This design comes from an exercise in tuning for small area on the open sky130 flow, not from production work. The RTL was checked by simulation tests, not by an equivalence proof against the original design. No activity file was given, so power comes from the tool's default toggle rates.

File: flow/config.mk
export PLATFORM = sky130hd
export DESIGN_NAME = esdi_core
export DESIGN_NICKNAME = esdi_core
export VERILOG_FILES = /design/flow/design.v
export SDC_FILE = /design/flow/constraint.sdc
export NUM_CORES = 4
export LEC_CHECK = 0
export CAP_MARGIN = 20
export CORE_MARGIN = 2
export CORE_UTILIZATION = 40
export SLEW_MARGIN = 20
File: flow/constraint.sdc
create_clock -name core_clock -period 10.0 [get_ports {clk}]
set_input_delay 2.0000 -clock core_clock [delete_from_list [all_inputs] [get_ports {clk}]]
set_output_delay 2.0000 -clock core_clock [all_outputs]
set_load 0.01 [all_outputs]
File: flow/design.v
module fifo_registered #(
    parameter WIDTH_IN_BYTES = 4,
    parameter DEPTH_EXP = 16,
    parameter TID_WIDTH = 8,
    parameter WRITE_WHEN_FULL = 1
) (
    input clk,
    input reset_n,
    input in_tvalid,
    output in_tready,
    input [8*WIDTH_IN_BYTES-1:0] in_tdata,
    input [WIDTH_IN_BYTES-1:0] in_tkeep,
    input in_tlast,
    input [TID_WIDTH-1:0] in_tid,
    output reg out_tvalid,
    input out_tready,
    output reg [8*WIDTH_IN_BYTES-1:0] out_tdata,
    output reg [WIDTH_IN_BYTES-1:0] out_tkeep,
    output reg out_tlast,
    output reg [TID_WIDTH-1:0] out_tid,
    output [DEPTH_EXP:0] num_free,
    output reg [DEPTH_EXP:0] num_used
);
    reg [DEPTH_EXP:0] next_num_used;
    reg [DEPTH_EXP-1:0] newest;
    reg [DEPTH_EXP-1:0] oldest;
    reg [WIDTH_IN_BYTES*8-1:0] storage [0:2**DEPTH_EXP-1];
    reg tlast [0:2**DEPTH_EXP-1];
    reg [WIDTH_IN_BYTES-1:0] tkeep [0:2**DEPTH_EXP-1];
    reg [TID_WIDTH-1:0] tid [0:2**DEPTH_EXP-1];
    assign num_free = 2**DEPTH_EXP - num_used;
    assign in_tready = !num_used[DEPTH_EXP] || WRITE_WHEN_FULL;
    always @(posedge clk)
    begin
        if (!reset_n)
        begin
            oldest <= 0;
            newest <= 0;
            out_tvalid <= 0;
            num_used <= 0;
        end
        else
        begin
            next_num_used = num_used;
            if (out_tready && out_tvalid)
            begin
                out_tvalid <= 0;
                next_num_used = next_num_used - 1;
            end
            if (in_tvalid && in_tready)
            begin
                storage[newest] <= in_tdata;
                tlast[newest] <= in_tlast;
                tkeep[newest] <= in_tkeep;
                tid[newest] <= in_tid;
                newest <= newest + 1;
                if (num_used[DEPTH_EXP])
                    oldest <= oldest + 1;
                if (!next_num_used[DEPTH_EXP])
                    next_num_used = next_num_used + 1;
            end
            if (!out_tvalid || out_tready)
            begin
                if (newest != oldest)
                begin
                    out_tvalid <= 1;
                    out_tdata <= storage[oldest];
                    out_tlast <= tlast[oldest];
                    out_tkeep <= tkeep[oldest];
                    out_tid <= tid[oldest];
                    oldest <= oldest + 1;
                end
            end
            num_used <= next_num_used;
        end
    end
endmodule
module labeler #(
    parameter DATA_WIDTH = 8
) (
    input aclk,
    input aresetn,
    input in_tvalid,
    output in_tready,
    input [DATA_WIDTH-1:0] in_tdata,
    input in_tlast,
    input [DATA_WIDTH-1:0] in_tid,
    output reg out_tvalid,
    input out_tready,
    output reg [DATA_WIDTH-1:0] out_tdata,
    output reg out_tlast
);
    reg next_beat_is_first;
    assign in_tready = (!out_tvalid || out_tready) && !hold_valid;
    reg hold_valid;
    reg [7:0] hold_data;
    reg hold_last;
    always @(posedge aclk)
    begin
        if (!aresetn)
        begin
            out_tvalid <= 0;
            next_beat_is_first <= 1;
            hold_valid <= 0;
        end
        else
        begin
            if (out_tready)
                out_tvalid <= 0;
            if (in_tready && in_tvalid)
            begin
                if (next_beat_is_first)
                begin
                    out_tvalid <= 1;
                    out_tdata <= in_tid;
                    out_tlast <= 0;
                    hold_valid <= 1;
                    hold_data <= in_tdata;
                    hold_last <= in_tlast;
                    next_beat_is_first <= 0;
                end
                else
                begin
                    out_tvalid <= 1;
                    out_tdata <= in_tdata;
                    out_tlast <= in_tlast;
                end
                if (in_tlast)
                    next_beat_is_first <= 1;
            end
            if (hold_valid && (!out_tvalid || out_tready))
            begin
                out_tvalid <= 1;
                out_tdata <= hold_data;
                out_tlast <= hold_last;
                hold_valid <= 0;
            end
        end
    end
endmodule
module unlabeler #(
    parameter DATA_WIDTH = 8
) (
    input aclk,
    input aresetn,
    input in_tvalid,
    output in_tready,
    input [DATA_WIDTH-1:0] in_tdata,
    input in_tlast,
    output reg out_tvalid,
    input out_tready,
    output reg [DATA_WIDTH-1:0] out_tdata,
    output reg out_tlast,
    output reg [DATA_WIDTH-1:0] out_tid
);
    reg next_beat_is_first;
    assign in_tready = !out_tvalid || out_tready;
    always @(posedge aclk)
    begin
        if (!aresetn)
        begin
            out_tvalid <= 0;
            next_beat_is_first <= 1;
        end
        else
        begin
            if (out_tready)
                out_tvalid <= 0;
            if (in_tready && in_tvalid)
            begin
                if (next_beat_is_first)
                begin
                    out_tid <= in_tdata;
                    next_beat_is_first <= 0;
                end
                else
                begin
                    out_tvalid <= 1;
                    out_tdata <= in_tdata;
                    out_tlast <= in_tlast;
                end
                if (in_tlast)
                    next_beat_is_first <= 1;
            end
        end
    end
endmodule
module axi_esdi_cmd_controller #(
    parameter DATA_SETUP = 6,  
    parameter ACK_TO_NREQ = 6,  
    parameter ATTN_TO_CMPL = 10,
    parameter BIT_TIMEOUT = 10_000_00  
) (
    input csr_aclk,
    input csr_aresetn,
    input csr_awvalid,
    output csr_awready,
    input [4:0] csr_awaddr,
    input [2:0] csr_awprot,
    input csr_wvalid,
    output csr_wready,
    input [31:0] csr_wdata,
    input [3:0] csr_wstrb,
    output reg csr_bvalid,
    input csr_bready,
    output reg [1:0] csr_bresp,
    input csr_arvalid,
    output csr_arready,
    input [4:0] csr_araddr,
    input [2:0] csr_arprot,
    output reg csr_rvalid,
    input csr_rready,
    output reg [31:0] csr_rdata,
    output reg [1:0] csr_rresp,
    (* X_INTERFACE_INFO = "xilinx.com:signal:interrupt:1.0 intr INTERRUPT" *) 
    (* X_INTERFACE_PARAMETER = "SENSITIVITY LEVEL_HIGH" *)
    output interrupt,
    input esdi_transfer_req,
    input esdi_command_data,
    output esdi_transfer_ack,
    output esdi_confstat_data,
    output esdi_command_complete,
    output esdi_attention,
    output esdi_ready,
    output esdi_drive_selected
);
    reg write_addr_valid;
    reg write_data_valid;
    reg [4:0] write_addr;
    reg [31:0] write_data;
    assign csr_awready = !write_addr_valid;
    assign csr_wready = !write_data_valid;
    assign csr_arready = !csr_rvalid || csr_rready;
    reg [31:0] control_register;
    wire soft_reset = control_register[0];
    wire interface_enable = control_register[1];
    wire drive_selected = control_register[2];
    wire drive_ready = control_register[3];
    reg buffered_data_out_valid;
    reg [31:0] buffered_data_out;
    reg buffered_data_in_valid;
    reg [31:0] buffered_data_in;
    reg [2:0] state;
    reg sending;
    reg [5:0] bit_count;
    reg [31:0] cycle_count;
    reg [16:0] data_out;     
    reg [16:0] data_in;
    reg transfer_ack;
    reg confstat_data;
    reg command_complete;
    reg command_pending;
    reg attention;
    reg [2:0] esdi_transfer_req_shift;
    reg [2:0] esdi_command_data_shift;
    assign esdi_transfer_ack = transfer_ack && drive_selected;
    assign esdi_confstat_data = confstat_data && drive_selected;
    assign esdi_command_complete = command_complete && interface_enable && drive_selected;
    assign esdi_attention = attention && drive_selected;
    assign esdi_ready = drive_ready && drive_selected;
    assign esdi_drive_selected = drive_selected;
    assign interrupt = command_pending;
    always @(posedge csr_aclk)
    begin
        if (!csr_aresetn)
        begin
            control_register <= 0;
            transfer_ack <= 0;
            confstat_data <= 0;
            command_complete <= 1;
            attention <= 0;
            state <= 0;
            bit_count <= 0;
            sending <= 0;
            buffered_data_out_valid <= 0;
            buffered_data_in_valid <= 0;
            buffered_data_in <= 0;
            command_pending <= 0;
            write_addr_valid <= 0;
            write_data_valid <= 0;
            csr_bvalid <= 0;
            csr_rvalid <= 0;
            csr_rdata <= 0;
        end
        else
        begin
            cycle_count <= cycle_count + 1;
            esdi_transfer_req_shift <= {esdi_transfer_req, esdi_transfer_req_shift[2:1]};
            esdi_command_data_shift <= {esdi_command_data, esdi_command_data_shift[2:1]};
            if (state == 0)
            begin
                if (esdi_transfer_req_shift[0] && interface_enable)
                begin
                    if (!sending)
                    begin
                        data_in <= {data_in[15:0], esdi_command_data_shift[0]};
                    end
                    else
                    begin
                        confstat_data <= data_out[16];
                        data_out <= data_out << 1;
                    end
                    bit_count <= bit_count + 1;
                    state <= 1;
                    cycle_count <= 0;
                    if (bit_count == 0)
                    begin
                        command_complete <= 0;
                    end
                end
                else if ((bit_count | sending) && (cycle_count == BIT_TIMEOUT))
                begin
                    state <= 4;
                    cycle_count <= 0;
                end
            end
            else if (state == 1)
            begin
                if (cycle_count == DATA_SETUP)
                begin
                    transfer_ack <= 1;
                    cycle_count <= 0;
                    state <= 2;
                end
            end
            else if (state == 2)
            begin
                if (!esdi_transfer_req_shift[0])
                begin
                    cycle_count <= 0;
                    transfer_ack <= 0;
                    if (bit_count == 17)
                    begin
                        bit_count <= 0;
                        if (!sending)
                        begin
                            buffered_data_in_valid <= 1;
                            buffered_data_in <= {15'h0, (~^data_in[16:1] != data_in[0]), data_in[16:1]};
                            command_pending <= 1;
                            state <= 3;
                        end
                        else
                        begin
                            command_complete <= 1;
                            confstat_data <= 0;
                            state <= 0;
                            sending <= 0;
                        end
                    end
                    else
                    begin
                        state <= 0;
                    end
                end
                else if (cycle_count == BIT_TIMEOUT)
                begin
                    state <= 4;
                    cycle_count <= 0;
                end
            end
            else if (state == 3)
            begin
                if (!command_pending)
                begin
                    state <= 0;
                    cycle_count <= 0;
                    if (buffered_data_out_valid)
                    begin
                        sending <= 1;
                        buffered_data_out_valid <= 0;
                        data_out <= {buffered_data_out[15:0], ~^buffered_data_out[15:0]};
                    end
                    else
                    begin
                        sending <= 0;
                        command_complete <= 1;
                    end
                end
            end
            else if (state == 4)
            begin
                if (cycle_count == 0)
                begin
                    attention <= 1;
                end
                else if (cycle_count == ATTN_TO_CMPL)
                begin
                    state <= 0;
                    bit_count <= 0;
                    sending <= 0;
                    command_complete <= 1;
                    transfer_ack <= 0;
                end
            end
            if (soft_reset)
            begin
                attention <= 0;
                command_pending <= 0;
                buffered_data_out_valid <= 0;
                buffered_data_in_valid <= 0;
            end
            if (csr_bready)
                csr_bvalid <= 0;
            if (csr_rready)
                csr_rvalid <= 0;
            if (csr_awvalid && csr_awready)
            begin
                write_addr_valid <= 1;
                write_addr <= csr_awaddr;
            end
            if (csr_wvalid && csr_wready)
            begin
                write_data_valid <= 1;
                write_data <= csr_wdata;
            end
            if (write_addr_valid && write_data_valid && (!csr_bvalid || csr_bready))
            begin
                write_addr_valid <= 0;
                write_data_valid <= 0;
                case (write_addr[4:2])
                    0 : control_register <= write_data;
                    2 : begin
                        buffered_data_out_valid <= 1;
                        buffered_data_out <= write_data;
                    end
                    3 : if (write_data[0] == 0) command_pending <= 0;    
                    4 : attention <= write_data[0];
                endcase
                csr_bvalid <= 1;
                csr_bresp <= 2'b00;
            end
            if (csr_arvalid && (!csr_rvalid || csr_rready))
            begin
                case (csr_araddr[4:2])
                    0 : csr_rdata <= control_register;
                    1 : csr_rdata <= {28'h0, attention, command_pending, buffered_data_in_valid, buffered_data_out_valid};
                    2 : begin
                        csr_rdata <= buffered_data_in;
                        buffered_data_in_valid <= 0;
                    end
                    3 : csr_rdata <= {31'h0, command_pending};
                    4 : csr_rdata <= {31'h0, attention};
                endcase
                csr_rvalid <= 1;
                csr_rresp <= 2'b00;
            end
        end
    end
endmodule
module sector_timer #(
    parameter PULSE_WIDTH = 500  
) (
    input csr_aclk,
    input csr_aresetn,
    input csr_awvalid,
    output csr_awready,
    input [4:0] csr_awaddr,
    input [2:0] csr_awprot,
    input csr_wvalid,
    output csr_wready,
    input [31:0] csr_wdata,
    input [3:0] csr_wstrb,
    output reg csr_bvalid,
    input csr_bready,
    output reg [1:0] csr_bresp,
    input csr_arvalid,
    output csr_arready,
    input [4:0] csr_araddr,
    input [2:0] csr_arprot,
    output reg csr_rvalid,
    input csr_rready,
    output reg [31:0] csr_rdata,
    output reg [1:0] csr_rresp,
    output reg esdi_index,
    output reg esdi_sector,
    output reg [31:0] cycle_count,
    output reg [7:0] sector_number,
    (* X_INTERFACE_INFO = "xilinx.com:signal:interrupt:1.0 intr INTERRUPT" *) 
    (* X_INTERFACE_PARAMETER = "SENSITIVITY LEVEL_HIGH" *)
    output interrupt
);
    reg write_addr_valid;
    reg write_data_valid;
    reg [4:0] write_addr;
    reg [31:0] write_data;
    assign csr_awready = !write_addr_valid;
    assign csr_wready = !write_data_valid;
    assign csr_arready = !csr_rvalid || csr_rready;
    reg [31:0] control_register;
    wire enable = control_register[0];
    wire interrupt_enable = control_register[1];
    reg [31:0] sector_length;
    reg [31:0] interrupt_time;
    reg [7:0] num_sectors;
    reg interrupt_time_reached;
    assign interrupt = interrupt_time_reached && interrupt_enable;
    always @(posedge csr_aclk)
    begin
        if (!csr_aresetn)
        begin
            control_register <= 32'b0000;
            sector_length <= 0;
            num_sectors <= 0;
            cycle_count <= 0;
            sector_number <= 0;
            esdi_index <= 0;
            esdi_sector <= 0;
            write_addr_valid <= 0;
            write_data_valid <= 0;
            csr_bvalid <= 0;
            csr_rvalid <= 0;
            csr_rdata <= 0;
            interrupt_time_reached <= 0;
            interrupt_time <= 0;
        end
        else
        begin
            if (enable)
            begin
                cycle_count <= cycle_count + 1;
                if (cycle_count == 0)
                begin
                    if (sector_number == 0)
                        esdi_index <= 1;
                    else
                        esdi_sector <= 1;
                end
                else if (cycle_count == PULSE_WIDTH)
                begin
                    esdi_index <= 0;
                    esdi_sector <= 0;
                end
                else if (cycle_count == sector_length)
                begin
                    cycle_count <= 0;
                    if (sector_number == (num_sectors - 1))
                    begin
                        sector_number <= 0;
                    end
                    else
                    begin
                        sector_number <= sector_number + 1;
                    end
                end
                if (cycle_count == interrupt_time)
                begin
                    interrupt_time_reached <= 1;
                end
            end
            else
            begin
                cycle_count <= 0;
                sector_number <= 0;
                esdi_index <= 0;
                esdi_sector <= 0;
            end
            if (csr_bready)
                csr_bvalid <= 0;
            if (csr_rready)
                csr_rvalid <= 0;
            if (csr_awvalid && csr_awready)
            begin
                write_addr_valid <= 1;
                write_addr <= csr_awaddr;
            end
            if (csr_wvalid && csr_wready)
            begin
                write_data_valid <= 1;
                write_data <= csr_wdata;
            end
            if (write_addr_valid && write_data_valid && (!csr_bvalid || csr_bready))
            begin
                write_addr_valid <= 0;
                write_data_valid <= 0;
                case (write_addr[4:2])
                    0 : control_register <= write_data;
                    1 : sector_length <= write_data;            
                    2 : num_sectors <= write_data[7:0];
                    5 : interrupt_time <= write_data;
                endcase
                csr_bvalid <= 1;
                csr_bresp <= 2'b00;
            end
            if (csr_arvalid && (!csr_rvalid || csr_rready))
            begin
                case (csr_araddr[4:2])
                    0 : begin
                        csr_rdata <= {29'b0, interrupt_time_reached, control_register[1:0]};
                        interrupt_time_reached <= 0;
                    end
                    1 : csr_rdata <= sector_length;
                    2 : csr_rdata <= {24'b0, num_sectors};
                    3 : csr_rdata <= {24'b0, sector_number};
                    4 : csr_rdata <= cycle_count;
                    5 : csr_rdata <= interrupt_time;
                endcase
                csr_rvalid <= 1;
                csr_rresp <= 2'b00;
            end
        end
    end
endmodule
module read_datapath (
    input csr_aclk,
    input csr_aresetn,
    output trig_out, 
    input trig_out_ack, 
    input trig_in, 
    output trig_in_ack, 
    input parallel_aclk,
    input parallel_aresetn,
    input csr_awvalid,
    output csr_awready,
    input [4:0] csr_awaddr,
    input [2:0] csr_awprot,
    input csr_wvalid,
    output csr_wready,
    input [31:0] csr_wdata,
    input [3:0] csr_wstrb,
    output reg csr_bvalid,
    input csr_bready,
    output reg [1:0] csr_bresp,
    input csr_arvalid,
    output csr_arready,
    input [4:0] csr_araddr,
    input [2:0] csr_arprot,
    output reg csr_rvalid,
    input csr_rready,
    output reg [31:0] csr_rdata,
    output reg [1:0] csr_rresp,
    input parallel_tvalid,
    output parallel_tready,
    input [7:0] parallel_tdata,
    input parallel_tlast,
    input [7:0] parallel_tid,
    input [7:0] sector_number,
    input [31:0] cycle_count,
    input esdi_read_gate,
    output esdi_read_data,
    output reg esdi_read_clock,
    output reg read_data_valid,
    output reg esdi_read_data_ungated
);
    reg write_addr_valid;
    reg write_data_valid;
    reg [4:0] write_addr;
    reg [31:0] write_data;
    assign csr_awready = !write_addr_valid;
    assign csr_wready = !write_data_valid;
    assign csr_arready = !csr_rvalid || csr_rready;
    reg [31:0] control_register;
    wire silence = control_register[0];
    reg [6:0] clocks_per_halfbit;
    reg [3:0] esdi_read_gate_shift;
    reg [7:0] clock_counter;
    reg reading;
    reg hold_valid;
    reg [7:0] hold_data;
    reg hold_last;
    reg [7:0] hold_id;
    reg [6:0] shift_reg;
    reg shift_reg_last;
    reg [2:0] bit_count;
    reg underflow;
    reg missed_deadline;
    assign parallel_tready = !hold_valid;
    assign esdi_read_data = esdi_read_data_ungated && !esdi_read_gate_shift[1] && !silence;
    always @(posedge csr_aclk)
    begin
        esdi_read_gate_shift <= {esdi_read_gate, esdi_read_gate_shift[3:1]};
        if (!csr_aresetn)
        begin
            control_register <= 0;
            clocks_per_halfbit <= 5;
            write_addr_valid <= 0;
            write_data_valid <= 0;
            csr_bvalid <= 0;
            csr_rvalid <= 0;
            csr_rdata <= 0;
            hold_valid <= 0;
            clock_counter <= 0;
            reading <= 0;
            underflow <= 0;
            missed_deadline <= 0;
            read_data_valid <= 0;
            esdi_read_clock <= 0;
            esdi_read_data_ungated <= 0;
        end
        else
        begin
            read_data_valid <= 0;
            if (parallel_tvalid && parallel_tready)
            begin
                hold_valid <= 1;
                hold_data <= parallel_tdata;
                hold_last <= parallel_tlast;
                hold_id <= parallel_tid;
            end
            if (cycle_count == 0 && hold_valid && hold_id == sector_number)
            begin
                reading <= 1;
                shift_reg_last <= 0;
                bit_count <= 3'b111;  
            end
            clock_counter <= clock_counter + 1;
            if (clock_counter == (clocks_per_halfbit - 1))
            begin
                esdi_read_clock <= 1;
            end
            else if (clock_counter == ((clocks_per_halfbit << 1) - 1))
            begin
                clock_counter <= 0;
                esdi_read_clock <= 0;
                read_data_valid <= 1;
                if (reading)
                begin
                    bit_count <= bit_count + 1;
                    if (bit_count == 3'b111)
                    begin
                        if (shift_reg_last)
                        begin
                            reading <= 0;
                            esdi_read_data_ungated <= 0;
                        end
                        else
                        begin
                            if (!hold_valid)
                                underflow <= 1;
                            shift_reg <= hold_data[6:0];
                            shift_reg_last <= hold_last;
                            hold_valid <= 0;
                            esdi_read_data_ungated <= hold_data[7];
                        end
                    end
                    else
                    begin
                        shift_reg <= {shift_reg[5:0], 1'b0};
                        esdi_read_data_ungated <= shift_reg[6];
                    end
                end
                else
                begin
                    esdi_read_data_ungated <= 0;
                end
            end
            if (!esdi_read_gate_shift[1] && esdi_read_gate_shift[0])
            begin
                if (!reading)
                    missed_deadline <= 1;
            end
            if (csr_bready)
                csr_bvalid <= 0;
            if (csr_rready)
                csr_rvalid <= 0;
            if (csr_awvalid && csr_awready)
            begin
                write_addr_valid <= 1;
                write_addr <= csr_awaddr;
            end
            if (csr_wvalid && csr_wready)
            begin
                write_data_valid <= 1;
                write_data <= csr_wdata;
            end
            if (write_addr_valid && write_data_valid && (!csr_bvalid || csr_bready))
            begin
                write_addr_valid <= 0;
                write_data_valid <= 0;
                case (write_addr[4:2])
                    0 : control_register <= write_data;
                    1 : begin
                            missed_deadline <= write_data[1];
                            underflow <= write_data[0];
                        end
                    2 : clocks_per_halfbit <= write_data[6:0];
                endcase
                csr_bvalid <= 1;
                csr_bresp <= 2'b00;
            end
            if (csr_arvalid && (!csr_rvalid || csr_rready))
            begin
                case (csr_araddr[4:2])
                    0 : csr_rdata <= control_register;
                    1 : csr_rdata <= {30'b0, missed_deadline, underflow};
                    2 : csr_rdata <= {25'h0, clocks_per_halfbit};
                endcase
                csr_rvalid <= 1;
                csr_rresp <= 2'b00;
            end
        end
    end
endmodule
module write_datapath (
    input aclk,
    input aresetn,
    input csr_awvalid,
    output csr_awready,
    input [4:0] csr_awaddr,
    input [2:0] csr_awprot,
    input csr_wvalid,
    output csr_wready,
    input [31:0] csr_wdata,
    input [3:0] csr_wstrb,
    output reg csr_bvalid,
    input csr_bready,
    output reg [1:0] csr_bresp,
    input csr_arvalid,
    output csr_arready,
    input [4:0] csr_araddr,
    input [2:0] csr_arprot,
    output reg csr_rvalid,
    input csr_rready,
    output reg [31:0] csr_rdata,
    output reg [1:0] csr_rresp,
    input [7:0] sector_number,
    input [31:0] cycle_count,
    input esdi_write_gate,
    input esdi_write_clock,
    input esdi_write_data,
    input esdi_read_data_ungated,
    input read_data_valid,
    (* X_INTERFACE_INFO = "xilinx.com:signal:interrupt:1.0 intr INTERRUPT" *) 
    (* X_INTERFACE_PARAMETER = "SENSITIVITY LEVEL_HIGH" *)
    output interrupt,
    output parallel_tvalid,
    input parallel_tready,
    output [7:0] parallel_tdata,
    output parallel_tlast,
    output reg [7:0] parallel_tid
);
    reg write_addr_valid;
    reg write_data_valid;
    reg [4:0] write_addr;
    reg [31:0] write_data;
    assign csr_awready = !write_addr_valid;
    assign csr_wready = !write_data_valid;
    assign csr_arready = !csr_rvalid || csr_rready;
    reg [3:0] esdi_write_gate_shift;
    reg [3:0] esdi_write_clock_shift;
    reg [3:0] esdi_write_data_shift;
    reg [31:0] control_register;
    wire enable;
    wire soft_reset;
    wire interrupt_enable;
    assign enable = control_register[0];
    assign soft_reset = control_register[1];
    assign interrupt_enable = control_register[2];
    reg [9:0] unformatted_sector_length;
    reg sector_complete;
    reg sector_dirty;
    reg send_out;
    reg sector_discard;
    reg fifo_in_valid;
    wire fifo_in_ready;
    reg [7:0] fifo_in_data;
    reg fifo_in_last;
    wire fifo_out_valid;
    reg write_clock_edge;
    reg new_bit_valid;
    reg new_bit;
    reg active;
    reg [7:0] current_sector;
    reg new_byte_valid;
    reg [7:0] data_in;
    reg [2:0] bit_count;
    reg [9:0] byte_count;
    reg overflow;
    reg new_sector;
    reg new_sector_dirty;
    reg sector_missed;
    reg [7:0] new_sector_number;
    assign interrupt = new_sector & interrupt_enable;
    fifo_registered #(1, 6, 8, 0) fifo_of_uncertainty (
        .clk            (aclk),
        .reset_n        (!(sector_discard | !aresetn | soft_reset)),
        .in_tvalid      (fifo_in_valid),
        .in_tready      (fifo_in_ready),
        .in_tdata       (fifo_in_data),
        .in_tkeep       (1'b1),
        .in_tlast       (fifo_in_last),
        .in_tid         (8'b0),
        .out_tvalid     (fifo_out_valid),
        .out_tready     (parallel_tready & send_out),
        .out_tdata      (parallel_tdata),
        .out_tlast      (parallel_tlast),
        .num_free       (),
        .num_used       ()
    );
    assign parallel_tvalid = fifo_out_valid & send_out;
    always @(posedge aclk)
    begin
        esdi_write_gate_shift <= {esdi_write_gate, esdi_write_gate_shift[3:1]};
        esdi_write_clock_shift <= {esdi_write_clock, esdi_write_clock_shift[3:1]};
        esdi_write_data_shift <= {esdi_write_data, esdi_write_data_shift[3:1]};
        write_clock_edge <= 0;
        new_bit_valid <= 0;
        new_byte_valid <= 0;
        sector_discard <= 0;
        if (!aresetn)
        begin
            control_register <= 0;
            write_addr_valid <= 0;
            write_data_valid <= 0;
            csr_bvalid <= 0;
            csr_rvalid <= 0;
            csr_rdata <= 0;
            active <= 0;
            overflow <= 0;
            new_sector <= 0;
            new_sector_dirty <= 0;
            sector_missed <= 0;
            fifo_in_valid <= 0;
            send_out <= 0;
            sector_complete <= 0;
            unformatted_sector_length <= 0;
            new_sector_number <= 0;
        end
        else
        begin
            if (!esdi_write_clock_shift[0] && esdi_write_clock_shift[1])         
                write_clock_edge <= 1;
            if (!esdi_write_gate_shift[0])
            begin
                if (write_clock_edge)
                begin
                    new_bit_valid <= 1;
                    new_bit <= esdi_write_data_shift[0];
                end
            end
            else if (read_data_valid)
            begin
                new_bit_valid <= 1;
                new_bit <= esdi_read_data_ungated;
            end
            if (fifo_in_ready)
                fifo_in_valid <= 0;
            if (parallel_tvalid && parallel_tready && parallel_tlast)
                send_out <= 0;
            if (enable)
            begin
                if (cycle_count == 2) 
                begin
                    active <= 1;
                    bit_count <= 0;
                    byte_count <= 0;
                    sector_dirty <= 0;
                    current_sector <= sector_number;
                end
                if (new_bit_valid && active)
                begin
                    bit_count <= bit_count + 1;
                    data_in <= {data_in[6:0], new_bit};
                    if (bit_count == 3'b111)
                    begin
                        byte_count <= byte_count + 1;
                        new_byte_valid <= 1;
                    end
                end
                if (new_byte_valid && active)
                begin
                    fifo_in_valid <= 1;
                    fifo_in_data <= data_in;
                    if (byte_count == unformatted_sector_length)
                    begin
                        fifo_in_last <= 1;
                        active <= 0;
                        sector_complete <= 1;
                    end
                    else
                    begin
                        fifo_in_last <= 0;
                    end
                    if (fifo_in_valid)
                        overflow <= 1;
                end
                if (!esdi_write_gate_shift[1] && active)
                    sector_dirty <= 1;
                if (sector_complete)
                begin
                    sector_complete <= 0;
                    new_sector <= 1;
                    if (new_sector)
                        sector_missed <= 1;
                    new_sector_dirty <= sector_dirty;
                    new_sector_number <= current_sector;
                    if (sector_dirty)
                    begin
                        send_out <= 1;
                        parallel_tid <= current_sector;
                    end
                    else
                    begin
                        fifo_in_valid <= 0;
                        sector_discard <= 1;
                    end
                end
            end
            if (soft_reset)
            begin
                control_register <= 0;
                active <= 0;
                fifo_in_valid <= 0;
                overflow <= 0;
                sector_complete <= 0;
                new_sector <= 0;
                new_sector_dirty <= 0;
                sector_missed <= 0;
                send_out <= 0;
            end
            if (csr_bready)
                csr_bvalid <= 0;
            if (csr_rready)
                csr_rvalid <= 0;
            if (csr_awvalid && csr_awready)
            begin
                write_addr_valid <= 1;
                write_addr <= csr_awaddr;
            end
            if (csr_wvalid && csr_wready)
            begin
                write_data_valid <= 1;
                write_data <= csr_wdata;
            end
            if (write_addr_valid && write_data_valid && (!csr_bvalid || csr_bready))
            begin
                write_addr_valid <= 0;
                write_data_valid <= 0;
                case (write_addr[4:2])
                    0 : control_register <= write_data;
                    1 : begin
                        sector_missed <= write_data[3];
                        new_sector <= write_data[1];
                        overflow <= write_data[0];
                    end
                    3 : unformatted_sector_length <= write_data[9:0];
                endcase
                csr_bvalid <= 1;
                csr_bresp <= 2'b00;
            end
            if (csr_arvalid && (!csr_rvalid || csr_rready))
            begin
                case (csr_araddr[4:2])
                    0 : csr_rdata <= control_register;
                    1 : csr_rdata <= {29'b0, sector_missed, new_sector_dirty, new_sector, overflow};
                    2 : csr_rdata <= {24'b0, new_sector_number};
                    3 : csr_rdata <= {22'b0, unformatted_sector_length};
                endcase
                csr_rvalid <= 1;
                csr_rresp <= 2'b00;
            end
        end
    end
endmodule
module esdi_core (
    input  clk,
    input  rst_n,
    input  cmd_awvalid,
    output cmd_awready,
    input  [4:0] cmd_awaddr,
    input  cmd_wvalid,
    output cmd_wready,
    input  [31:0] cmd_wdata,
    output cmd_bvalid,
    input  cmd_bready,
    output [1:0] cmd_bresp,
    input  cmd_arvalid,
    output cmd_arready,
    input  [4:0] cmd_araddr,
    output cmd_rvalid,
    input  cmd_rready,
    output [31:0] cmd_rdata,
    output [1:0] cmd_rresp,
    input  tmr_awvalid,
    output tmr_awready,
    input  [4:0] tmr_awaddr,
    input  tmr_wvalid,
    output tmr_wready,
    input  [31:0] tmr_wdata,
    output tmr_bvalid,
    input  tmr_bready,
    output [1:0] tmr_bresp,
    input  tmr_arvalid,
    output tmr_arready,
    input  [4:0] tmr_araddr,
    output tmr_rvalid,
    input  tmr_rready,
    output [31:0] tmr_rdata,
    output [1:0] tmr_rresp,
    input  rd_awvalid,
    output rd_awready,
    input  [4:0] rd_awaddr,
    input  rd_wvalid,
    output rd_wready,
    input  [31:0] rd_wdata,
    output rd_bvalid,
    input  rd_bready,
    output [1:0] rd_bresp,
    input  rd_arvalid,
    output rd_arready,
    input  [4:0] rd_araddr,
    output rd_rvalid,
    input  rd_rready,
    output [31:0] rd_rdata,
    output [1:0] rd_rresp,
    input  wr_awvalid,
    output wr_awready,
    input  [4:0] wr_awaddr,
    input  wr_wvalid,
    output wr_wready,
    input  [31:0] wr_wdata,
    output wr_bvalid,
    input  wr_bready,
    output [1:0] wr_bresp,
    input  wr_arvalid,
    output wr_arready,
    input  [4:0] wr_araddr,
    output wr_rvalid,
    input  wr_rready,
    output [31:0] wr_rdata,
    output [1:0] wr_rresp,
    input  mm2s_tvalid,
    output mm2s_tready,
    input  [7:0] mm2s_tdata,
    input  mm2s_tlast,
    output s2mm_tvalid,
    input  s2mm_tready,
    output [7:0] s2mm_tdata,
    output s2mm_tlast,
    output cmd_irq,
    output tmr_irq,
    output wr_irq,
    input  esdi_transfer_req,
    input  esdi_command_data,
    output esdi_transfer_ack,
    output esdi_confstat_data,
    output esdi_command_complete,
    output esdi_attention,
    output esdi_ready,
    output esdi_drive_selected,
    output esdi_index,
    output esdi_sector,
    input  esdi_read_gate,
    output esdi_read_data,
    output esdi_read_clock,
    input  esdi_write_gate,
    input  esdi_write_clock,
    input  esdi_write_data
);
    wire [31:0] cycle_count;
    wire [7:0]  sector_number;
    wire        rd_in_tvalid;
    wire        rd_in_tready;
    wire [7:0]  rd_in_tdata;
    wire        rd_in_tlast;
    wire [7:0]  rd_in_tid;
    wire        wr_out_tvalid;
    wire        wr_out_tready;
    wire [7:0]  wr_out_tdata;
    wire        wr_out_tlast;
    wire [7:0]  wr_out_tid;
    wire        read_data_valid;
    wire        esdi_read_data_ungated;
    axi_esdi_cmd_controller #(
        .BIT_TIMEOUT    (4000)
    ) u_cmd (
        .csr_aclk       (clk),
        .csr_aresetn    (rst_n),
        .csr_awvalid   (cmd_awvalid),
        .csr_awready   (cmd_awready),
        .csr_awaddr    (cmd_awaddr),
        .csr_wvalid    (cmd_wvalid),
        .csr_wready    (cmd_wready),
        .csr_wdata     (cmd_wdata),
        .csr_bvalid    (cmd_bvalid),
        .csr_bready    (cmd_bready),
        .csr_bresp     (cmd_bresp),
        .csr_arvalid   (cmd_arvalid),
        .csr_arready   (cmd_arready),
        .csr_araddr    (cmd_araddr),
        .csr_rvalid    (cmd_rvalid),
        .csr_rready    (cmd_rready),
        .csr_rdata     (cmd_rdata),
        .csr_rresp     (cmd_rresp),
        .csr_awprot    (3'b000),
        .csr_wstrb     (4'hf),
        .csr_arprot    (3'b000),
        .interrupt      (cmd_irq),
        .esdi_transfer_req      (esdi_transfer_req),
        .esdi_command_data      (esdi_command_data),
        .esdi_transfer_ack      (esdi_transfer_ack),
        .esdi_confstat_data     (esdi_confstat_data),
        .esdi_command_complete  (esdi_command_complete),
        .esdi_attention         (esdi_attention),
        .esdi_ready             (esdi_ready),
        .esdi_drive_selected    (esdi_drive_selected)
    );
    sector_timer u_tmr (
        .csr_aclk       (clk),
        .csr_aresetn    (rst_n),
        .csr_awvalid   (tmr_awvalid),
        .csr_awready   (tmr_awready),
        .csr_awaddr    (tmr_awaddr),
        .csr_wvalid    (tmr_wvalid),
        .csr_wready    (tmr_wready),
        .csr_wdata     (tmr_wdata),
        .csr_bvalid    (tmr_bvalid),
        .csr_bready    (tmr_bready),
        .csr_bresp     (tmr_bresp),
        .csr_arvalid   (tmr_arvalid),
        .csr_arready   (tmr_arready),
        .csr_araddr    (tmr_araddr),
        .csr_rvalid    (tmr_rvalid),
        .csr_rready    (tmr_rready),
        .csr_rdata     (tmr_rdata),
        .csr_rresp     (tmr_rresp),
        .csr_awprot    (3'b000),
        .csr_wstrb     (4'hf),
        .csr_arprot    (3'b000),
        .esdi_index     (esdi_index),
        .esdi_sector    (esdi_sector),
        .cycle_count    (cycle_count),
        .sector_number  (sector_number),
        .interrupt      (tmr_irq)
    );
    unlabeler u_unlabel (
        .aclk           (clk),
        .aresetn        (rst_n),
        .in_tvalid      (mm2s_tvalid),
        .in_tready      (mm2s_tready),
        .in_tdata       (mm2s_tdata),
        .in_tlast       (mm2s_tlast),
        .out_tvalid     (rd_in_tvalid),
        .out_tready     (rd_in_tready),
        .out_tdata      (rd_in_tdata),
        .out_tlast      (rd_in_tlast),
        .out_tid        (rd_in_tid)
    );
    read_datapath u_rd (
        .csr_aclk       (clk),
        .csr_aresetn    (rst_n),
        .trig_out       (),
        .trig_out_ack   (1'b0),
        .trig_in        (1'b0),
        .trig_in_ack    (),
        .parallel_aclk  (clk),
        .parallel_aresetn (rst_n),
        .csr_awvalid   (rd_awvalid),
        .csr_awready   (rd_awready),
        .csr_awaddr    (rd_awaddr),
        .csr_wvalid    (rd_wvalid),
        .csr_wready    (rd_wready),
        .csr_wdata     (rd_wdata),
        .csr_bvalid    (rd_bvalid),
        .csr_bready    (rd_bready),
        .csr_bresp     (rd_bresp),
        .csr_arvalid   (rd_arvalid),
        .csr_arready   (rd_arready),
        .csr_araddr    (rd_araddr),
        .csr_rvalid    (rd_rvalid),
        .csr_rready    (rd_rready),
        .csr_rdata     (rd_rdata),
        .csr_rresp     (rd_rresp),
        .csr_awprot    (3'b000),
        .csr_wstrb     (4'hf),
        .csr_arprot    (3'b000),
        .parallel_tvalid (rd_in_tvalid),
        .parallel_tready (rd_in_tready),
        .parallel_tdata  (rd_in_tdata),
        .parallel_tlast  (rd_in_tlast),
        .parallel_tid    (rd_in_tid),
        .sector_number  (sector_number),
        .cycle_count    (cycle_count),
        .esdi_read_gate (esdi_read_gate),
        .esdi_read_data (esdi_read_data),
        .esdi_read_clock (esdi_read_clock),
        .read_data_valid (read_data_valid),
        .esdi_read_data_ungated (esdi_read_data_ungated)
    );
    write_datapath u_wr (
        .aclk           (clk),
        .aresetn        (rst_n),
        .csr_awvalid   (wr_awvalid),
        .csr_awready   (wr_awready),
        .csr_awaddr    (wr_awaddr),
        .csr_wvalid    (wr_wvalid),
        .csr_wready    (wr_wready),
        .csr_wdata     (wr_wdata),
        .csr_bvalid    (wr_bvalid),
        .csr_bready    (wr_bready),
        .csr_bresp     (wr_bresp),
        .csr_arvalid   (wr_arvalid),
        .csr_arready   (wr_arready),
        .csr_araddr    (wr_araddr),
        .csr_rvalid    (wr_rvalid),
        .csr_rready    (wr_rready),
        .csr_rdata     (wr_rdata),
        .csr_rresp     (wr_rresp),
        .csr_awprot    (3'b000),
        .csr_wstrb     (4'hf),
        .csr_arprot    (3'b000),
        .sector_number  (sector_number),
        .cycle_count    (cycle_count),
        .esdi_write_gate  (esdi_write_gate),
        .esdi_write_clock (esdi_write_clock),
        .esdi_write_data  (esdi_write_data),
        .esdi_read_data_ungated (esdi_read_data_ungated),
        .read_data_valid (read_data_valid),
        .interrupt      (wr_irq),
        .parallel_tvalid (wr_out_tvalid),
        .parallel_tready (wr_out_tready),
        .parallel_tdata  (wr_out_tdata),
        .parallel_tlast  (wr_out_tlast),
        .parallel_tid    (wr_out_tid)
    );
    labeler u_label (
        .aclk           (clk),
        .aresetn        (rst_n),
        .in_tvalid      (wr_out_tvalid),
        .in_tready      (wr_out_tready),
        .in_tdata       (wr_out_tdata),
        .in_tlast       (wr_out_tlast),
        .in_tid         (wr_out_tid),
        .out_tvalid     (s2mm_tvalid),
        .out_tready     (s2mm_tready),
        .out_tdata      (s2mm_tdata),
        .out_tlast      (s2mm_tlast)
    );
endmodule
File: flow/run.sh
#!/bin/bash
# synth_recipe.tcl (not shown) runs the flow's synth.tcl, then flattens the netlist and writes it again
# the make line also repeats each setting of config.mk as NAME=value (left out here)
make -C /OpenROAD-flow-scripts/flow DESIGN_CONFIG=/design/flow/config.mk WORK_HOME=/design/flow/orfs CLKGATE_MAP_FILE= SYNTH_SCRIPT=/design/flow/synth_recipe.tcl finish
==> flow_summary.toml <==
[outcome]
status = "complete, no violations"

[critical_path]
worst_path_max_delay_cell = "clkdlybuf4s50_1"
critPathMaxFanout = 4
crit_path_end_kind = "primary output"
arrival_ns = 3.26
cp_common_cell = "clkdlybuf4s50_1"
startpoint_type = "input port"
cp_slowest_stage_delay_ns = 0.58
critPathRequiredTime_ns = 8.00
crit_type = "in2out"
crit_chain = "clkdlybuf4s50_1 -> nand2b_1 -> clkdlybuf4s50_1"

[sta]
finalCritPeriodShare = 0.526
drv_slew = 0
finalClockSkew_ns = 0.0220
hold_viol_final = 0
fmax_mhz = 190
worstMarginPinSlew_ns = 1.07
rsz0062_at_grt = "false"
fin_crit_ns = 5.26
setup_viol = 0
relSlewSlack = 0.285
finalSetupTns_ns = 0

[logic_synthesis]
synth-edff-count = 924
synthTopCellsByArea = "edfxtp_1 (49%), dfxtp_1 (17%), mux4_2 (7.2%)"
synth_cell_types = 81
yosysTopAreaCellShare = 0.494
syn_area_um2 = 56100
yosysTopAreaCell = "edfxtp_1"
synth.most_common_cell = "edfxtp_1"
async_flop_share = 0
synth_common_cells = "edfxtp_1 (924), dfxtp_1 (484), nor2_1 (473)"
synth.avg_cell_area_um2 = 13.4
yosysSeqAreaShare = 0.667
synthFlopType = "edfxtp_1"
yosys_warnings = 7
synthCells = 4184
ys_seq_elements = 1408

[floorplan]
rows = 137
die_w_um = 379
io_pins = 395
fp.dieH_um = 379
die_area_um2 = 143000
core_um2 = 139000
initial_core_util = 0.403

[place]
hpwl_mm = 88.5
numPortBuffers = 362
dp_cells = 6216
finalWeightedCongestion = 0.816

[global_routing]
grt_usage = 0.187
grt_overflow_total = 0
grt_pass1_vias = 32682
grt_pass1_wl_mm = 204
antenna_found_initial = 10
grt_max_degree = 193

[routing]
antenna_left = 0
vias_per_cell = 5.25
routed_wirelength_mm = 137
drt_iter0_drc = 2672
firstDrtPassIters = 5
remaining_drc_errors = 0
routedWlPerCell_um = 21.1
vias = 34058

[clock_network]
cts_resized = 0
clkTransAtPathRegs_ns = 0.06
hold_buffers = 0
cts_setup_buffers = 0
cts_num_sinks = 1408
cts_root_buf = "clkbuf_16"
cts_htree_levels = 4
cts.path.max_buffers = 3
numCtsBuffers = 145
clock_latency_ns = 0.77
cts_tree = "done"

[final_layout]
largest_reg_flops = 512
layout-drive-gt1-share = 0.112
fin_cells = 6483
area_growth_syn_to_layout_pct = 18.0
top_register = "u_wr.fifo_of_uncertainty.storage"
nets = 4717
largestRegisters = "u_wr.fifo_of_uncertainty.storage x512, u_wr.fifo_of_uncertainty.tlast x64"

[run]
max_cap_violations = 0

[power]
p_per_area_nw_per_um2 = 189
p_total_w = 0.0125
power.leakage_nw = 21.6
peakVddDrop_mv = 0.143

[hold_path]
hp-class = "reg2reg"
[kinds of logic (layout without fill, tap and decap cells)]
family,Yosys count,count (layout),share of synthesized area
simple gates,1357,1357,0.112
fa+ha+maj,23,23,0.00513
xor+xnor,237,237,0.0380
flops,1408,1408,0.667
compound gates,534,534,0.0599
other cells,1,20,0.0000668
buf+inv,328,732,0.0252
mux,296,296,0.0932
[metrics by stage]
stage	hold slack, ns	utilization	area (um2)	worst slack [ns]
6_report	0.328	0.475	66300	4.74
3_3_place_gp	0.318	0.441	61400	4.59
4_1_cts	0.329	0.475	66200	4.72
3_5_place_dp	0.315	0.441	61500	4.56
2_1_floorplan	0.310	-	56200	5.75
5_1_grt	0.338	0.475	66300	4.68
[where the power goes]
group / total, W / switching [W] / internal [W] / leakage, nW
combinational: 0.000819 / 0.000396 / 0.000423 / 7.20
sequential: 0.00631 / 0.0000846 / 0.00623 / 12.1
clock: 0.00540 / 0.00221 / 0.00319 / 2.33
total: 0.0125 / 0.00269 / 0.00984 / 21.6
[cells in the final DEF, fill, tap and decap left out, types with 114 or more instances in the layout]
cell type | Yosys | layout
edfxtp_1 | 924 | 924
dfxtp_1 | 484 | 481
nor2_1 | 473 | 471
nand2_1 | 448 | 448
clkdlybuf4s50_1 | 0 | 360
a21oi_1 | 244 | 244
mux4_2 | 180 | 180
clkbuf_16 | 0 | 153
xor2_1 | 121 | 121
a22oi_1 | 114 | 114
[final timing paths]
kind / start / endpoint / slack (ns) / depth (start not counted)
setup / recovery: tmr_rready / tmr_arready / 4.74 / 3
hold / removal: u_wr.esdi_write_gate_shift[3] / u_wr.esdi_write_gate_shift[2] / 0.33 / 0
setup reg to reg: u_wr.fifo_of_uncertainty.oldest[0] / u_wr.fifo_of_uncertainty.out_tdata[6] / 5.55 / 6
hold reg to reg: u_wr.esdi_write_gate_shift[3] / u_wr.esdi_write_gate_shift[2] / 0.33 / 0
[routing by layer]
| layer | routed length [um] | GRT usage |
|---|---|---|
| met2 | 63100 | 0.291 |
| met5 | 54 | 0 |
| met1 | 62100 | 0.266 |
| met3 | 8360 | 0.0371 |
| met4 | 3010 | 0.0553 |
[worst max-delay path, delay by kind of cell]
family,cells,cell delay (ns)
buf+inv,2,1.03
simple gates,1,0.22
[layout make-up]
cell class | instances | area (um2)
Antenna cell | 4 | 10.0
Sequential cell | 1408 | 37400
Clock inverter | 55 | 546
Timing Repair Buffer | 416 | 4050
Clock buffer | 208 | 4220
Fill cell | 12209 | 73100
Tap cell | 1876 | 2350
Multi-Input combinational cell | 2463 | 17400
Inverter | 53 | 206

==> afterwards: timing with drivers on the ports <==
Ports are ideal in the flow. The routed layout listed here was re-timed in OpenROAD.
Step 1 sets driving cells, clkbuf_16 on the clock port and buf_2 on the other inputs (assumed; they add their load-dependent delay and slew).
Step 2 moves the port delays by t, midway between the first and last clock arrival at a register: inputs arrive t later, outputs are due t later. That takes back most of the time a late clock gives input paths.
Three values: ideal, step 1, step 2; two values: the first two.
t, ns: 0.835
setup slack, ns: 4.743 / 4.716 / 4.578
worst hold slack (ns): 0.328 / 0.328 / 0.328
worst setup path at the end: input to register
clock arrival spread, ns: 0.023 / 0.023
After both steps this run still meets setup and hold. The setup slack of this run moves by -0.027 ns with the drivers and by -0.165 ns with both steps.
